What follows belongs to an exercise in optimizing a design on an open flow for small area, a short achievable clock period and few clock cycles per item; a production flow would make more cautious choices. Only simulation tests tie the RTL to the original design; equivalence was not proved. No activity file was given, so power comes from the tool's default toggle rates.

S:
==> flow/design.v <==
module adder (A, B, result);
  parameter WIDTH = 32;
  input logic [WIDTH-1:0] A, B;
  output logic [WIDTH-1:0] result;
  assign result = A + B;
endmodule
module xorer (A, B, result);
  parameter WIDTH = 32;
  input logic [WIDTH-1:0] A, B;
  output logic [WIDTH-1:0] result;
  assign result = A ^ B;
endmodule
module xorer3 (A, B, C, result);
  parameter WIDTH = 32;
  input logic [WIDTH-1:0] A, B, C;
  output logic [WIDTH-1:0] result;
  assign result = A ^ B ^ C;
endmodule
module bcrypt_core (
  input  logic         clk,
  input  logic         reset_l,
  input  logic         start,
  input  logic [4:0]   cost,
  input  logic [127:0] salt,
  input  logic [575:0] key,
  output logic [31:0]  s_addr,
  output logic [3:0]   s_we,
  output logic [127:0] s_wdata,
  input  logic [127:0] s_rdata,
  output logic [191:0] hash,
  output logic         done
);
  localparam logic [575:0] PI_P = 576'h8979fb1b9216d5d9b54709173f84d5b5c97c50ddc0ac29b734e90c6cbe5466cf38d01377452821e6ec4e6c89082efa98299f31d0a40938220370734413198a2e85a308d3243f6a88;
  localparam logic [191:0] CTEXT = {32'h6f756274, 32'h63727944, 32'h64657253, 32'h65686f6c, 32'h65616e42, 32'h4f727068};
  localparam logic [1:0] PH_SALTED = 2'd0,   
                         PH_KEY    = 2'd1,   
                         PH_SALT   = 2'd2,   
                         PH_CTEXT  = 2'd3;   
  localparam logic [9:0] CNT_P0 = 10'd1015;  
  logic         busy, done_r;
  logic [4:0]   k;        
  logic [1:0]   phase;
  logic [9:0]   cnt;      
  logic [575:0] P;        
  logic [31:0]  l, r;     
  logic [63:0]  c1, c2;   
  wire in_exp  = (phase != PH_CTEXT);
  wire ppart   = in_exp & cnt[9];
  wire keyen   = in_exp & (cnt == CNT_P0);
  wire salten  = (phase == PH_SALTED) & (k[4:1] == 4'd0);
  wire pfix    = in_exp & ((cnt[9:3] == 7'h7f) | (cnt == 10'd0));
  wire [3:0] pidx = cnt[3:0] - 4'd8;
  wire byp     = pfix & (k[4:1] == pidx);
  wire k17     = (k == 5'd17);
  wire exp_end = in_exp & (cnt == 10'd511);
  wire ct_bend = (cnt[5:0] == 6'd63);    
  wire ct_end  = ct_bend & cnt[7];        
  wire [31:0] iter_inc = {1'b0, c1[30:0]} + 32'd1;
  logic it_last;          
  logic [17:0] kh;
  always_comb
    for (int i = 0; i < 18; i++) kh[i] = (k == i);
  logic [31:0] kmux, pi_w;
  always_comb begin
    kmux = 32'h0;
    pi_w = 32'h0;
    for (int i = 0; i < 18; i++) begin
      kmux = kmux | ({32{kh[i]}} & key[32*i +: 32]);
      pi_w = pi_w | ({32{kh[i]}} & PI_P[32*i +: 32]);
    end
  end
  wire [1:0]  ssel = (phase == PH_SALT) ? k[1:0] : {~cnt[0], k[0]};
  wire [31:0] smux = salt[32*ssel +: 32];
  wire [31:0] kw    = (phase == PH_SALT) ? smux : kmux;
  logic [31:0] pv;
  always_comb begin
    pv = P[31:0];
    if (keyen & (phase == PH_SALTED)) pv = pi_w;
    if (byp) pv = k[0] ? c2[63:32] : c2[31:0];
  end
  wire [31:0] tailv = pv ^ (keyen ? kw : 32'h0);
  wire [31:0] head  = tailv ^ (salten ? smux : 32'h0);
  wire [31:0] f_a = s_rdata[31:0] + s_rdata[63:32];
  wire [31:0] f_x = f_a ^ s_rdata[95:64];
  wire [31:0] f   = f_x + s_rdata[127:96];
  wire [31:0] t   = r ^ head;
  wire        fen = (k != 5'd0);
  wire [31:0] l_next = t ^ (fen ? f : 32'h0);
  wire sw = busy & in_exp & ~cnt[9] & (k >= 5'd16);
  logic [31:0] a_alt, a_f, a_t;
  logic [3:0]  use_f;
  always_comb begin
    a_f = {f[7:0], f[15:8], f[23:16], f[31:24]};
    a_t = {t[7:0], t[15:8], t[23:16], t[31:24]};
    a_alt = {t[7:0], t[15:8], t[23:16], t[31:24]};
    use_f = {4{fen}};
    s_we = 4'b0000;
    s_wdata = {4{l ^ ((k == 5'd16) ? ((cnt == 10'd0) ? c2[63:32] : P[63:32]) : 32'h0)}};
    if (sw) begin
      s_we[cnt[8:7]] = 1'b1;
      use_f[cnt[8:7]] = 1'b0;
      a_alt[8*cnt[8:7] +: 8] = {cnt[6:0], k[0]};
    end
    for (int b = 0; b < 4; b++)
      s_addr[8*b +: 8] = (a_f[8*b +: 8] & {8{use_f[b]}}) ^ (use_f[b] ? a_t[8*b +: 8] : a_alt[8*b +: 8]);
  end
  assign hash = {l, r, c2, c1};
  assign done = done_r;
  always_ff @(posedge clk)
    P <= {tailv, P[575:32]};
  always_ff @(posedge clk)
    it_last <= iter_inc[cost];
  always_ff @(posedge clk) begin
    if (~reset_l) begin
      busy   <= 1'b0;
      done_r <= 1'b0;
    end
    else if (!busy) begin
      if (start) begin
        busy   <= 1'b1;
        done_r <= 1'b0;
        phase  <= PH_SALTED;
        cnt    <= CNT_P0;
        k      <= 5'd0;
        c1[30:0] <= 31'd0;
        r      <= 32'h0;
        l      <= 32'h0;
      end
    end
    else begin
      k <= k17 ? 5'd0 : k + 5'd1;
      if (!k17) begin
        l <= l_next;
        r <= l;
      end
      else if (phase == PH_CTEXT) begin
        cnt <= cnt + 10'd1;
        r   <= t;
        if (ct_bend) begin
          if (cnt[7]) begin
            busy   <= 1'b0;
            done_r <= 1'b1;
          end
          else begin
            if (cnt[6]) c2 <= {l, t};
            else        c1 <= {l, t};
            r <= cnt[6] ? CTEXT[159:128] : CTEXT[95:64];
            l <= cnt[6] ? CTEXT[191:160] : CTEXT[127:96];
          end
        end
      end
      else if (exp_end) begin
        cnt <= CNT_P0;
        r   <= 32'h0;
        l   <= 32'h0;
        if (phase == PH_SALT) begin
          if (it_last) begin
            phase <= PH_CTEXT;
            cnt   <= 10'd0;
            r     <= CTEXT[31:0];
            l     <= CTEXT[63:32];
          end
          else begin
            c1[30:0] <= iter_inc[30:0];
            phase <= PH_KEY;
          end
        end
        else
          phase <= phase + 2'd1;
      end
      else begin
        r   <= t;
        cnt <= cnt + 10'd1;
        if (ppart) c2 <= {l, t};
      end
    end
  end
endmodule
Settings: LEC_CHECK=0, CAP_MARGIN=30, CORE_MARGIN=2, CORE_UTILIZATION=20, CTS_CLUSTER_DIAMETER=100, CTS_CLUSTER_SIZE=20, PLACE_DENSITY=0.75, SETUP_SLACK_MARGIN=3, SLEW_MARGIN=40; clock period 10.0 ns.
standard.sh (not shown) runs the stock make flow with config.mk's settings and CLKGATE_MAP_FILE= SYNTH_SCRIPT=/design/flow/synth_recipe.tcl, a recipe that flattens the netlist after the stock synthesis.
==> flow/flow/run.sh <==
#!/bin/bash
# The standard layout, with the ports buffered by buf_1 cells.
set -euo pipefail
export BUFFER_PORTS_ARGS="-buffer_cell sky130_fd_sc_hd__buf_1"
bash standard.sh > standard.log 2>&1
Testbench counts of S, summed over its fixed seeds: cycles 681,180, hashes 18.
--- input diff S..R ---
diff --git a/flow/design.v b/flow/design.v
--- a/flow/design.v
+++ b/flow/design.v
@@ -51,12 +51,11 @@
   wire pfix    = in_exp & ((cnt[9:3] == 7'h7f) | (cnt == 10'd0));
   wire [3:0] pidx = cnt[3:0] - 4'd8;
   wire byp     = pfix & (k[4:1] == pidx);
   wire k17     = (k == 5'd17);
   wire exp_end = in_exp & (cnt == 10'd511);
-  wire ct_bend = (cnt[5:0] == 6'd63);    
-  wire ct_end  = ct_bend & cnt[7];        
+  wire ct_end  = (cnt == 10'd191);
   wire [31:0] iter_inc = {1'b0, c1[30:0]} + 32'd1;
   logic it_last;          
   logic [17:0] kh;
   always_comb
     for (int i = 0; i < 18; i++) kh[i] = (k == i);
@@ -133,22 +132,20 @@
         l <= l_next;
         r <= l;
       end
       else if (phase == PH_CTEXT) begin
         cnt <= cnt + 10'd1;
-        r   <= t;
-        if (ct_bend) begin
-          if (cnt[7]) begin
-            busy   <= 1'b0;
-            done_r <= 1'b1;
-          end
-          else begin
-            if (cnt[6]) c2 <= {l, t};
-            else        c1 <= {l, t};
-            r <= cnt[6] ? CTEXT[159:128] : CTEXT[95:64];
-            l <= cnt[6] ? CTEXT[191:160] : CTEXT[127:96];
-          end
+        if (ct_end) begin
+          r      <= t;
+          busy   <= 1'b0;
+          done_r <= 1'b1;
+        end
+        else begin
+          r  <= c1[31:0];
+          l  <= c1[63:32];
+          c1 <= c2;
+          c2 <= {l, t};
         end
       end
       else if (exp_end) begin
         cnt <= CNT_P0;
         r   <= 32'h0;
@@ -157,10 +154,12 @@
           if (it_last) begin
             phase <= PH_CTEXT;
             cnt   <= 10'd0;
             r     <= CTEXT[31:0];
             l     <= CTEXT[63:32];
+            c1    <= CTEXT[127:64];
+            c2    <= CTEXT[191:128];
           end
           else begin
             c1[30:0] <= iter_inc[30:0];
             phase <= PH_KEY;
           end
Results
- No stage failed in S, and the final checks on the layout all came back clean.
- R was carried through to the last stage, and its layout satisfied the timing, DRC and antenna checks.
- Diff S -> R | first-iteration DRC count | up by more than a quarter
- Summary of R over S: net count after synthesis went up 160; number of instances in the placed design now sits higher; total power rose by 2.3%; total length of routed wires +about 4%.
Testbench counts of R, summed over its fixed seeds: cycles 681,180, hashes 18.

separate check: timing with driven ports:
Ports are ideal in the flow. The routed layouts listed here were re-timed in OpenROAD.
Step 1 sets driving cells, clkbuf_16 on the clock port and buf_2 on the other inputs (assumed; they add their load-dependent delay and slew).
Step 2, shift: input delay + t, output delay - t, t = (earliest + latest rising clock arrival at the registers) / 2. This alone moves slack from input paths to output paths.
Three values: ideal ports, drivers, drivers and shift; two values: the first two.
run | t, ns | slack for setup (ns) | latest minus earliest clock arrival (ns) | worst data-port slew with drivers (ns)
S | 0.690 | 1.787 / 1.689 / 1.689 | 0.032 / 0.033 | 0.46
R | 0.747 | 1.772 / 1.727 / 1.727 | 0.075 / 0.074 | 0.55
After both steps every run listed still meets setup and hold. The setup slack of S, which loses most, moves by -0.098 ns with the drivers and by -0.098 ns with both steps.
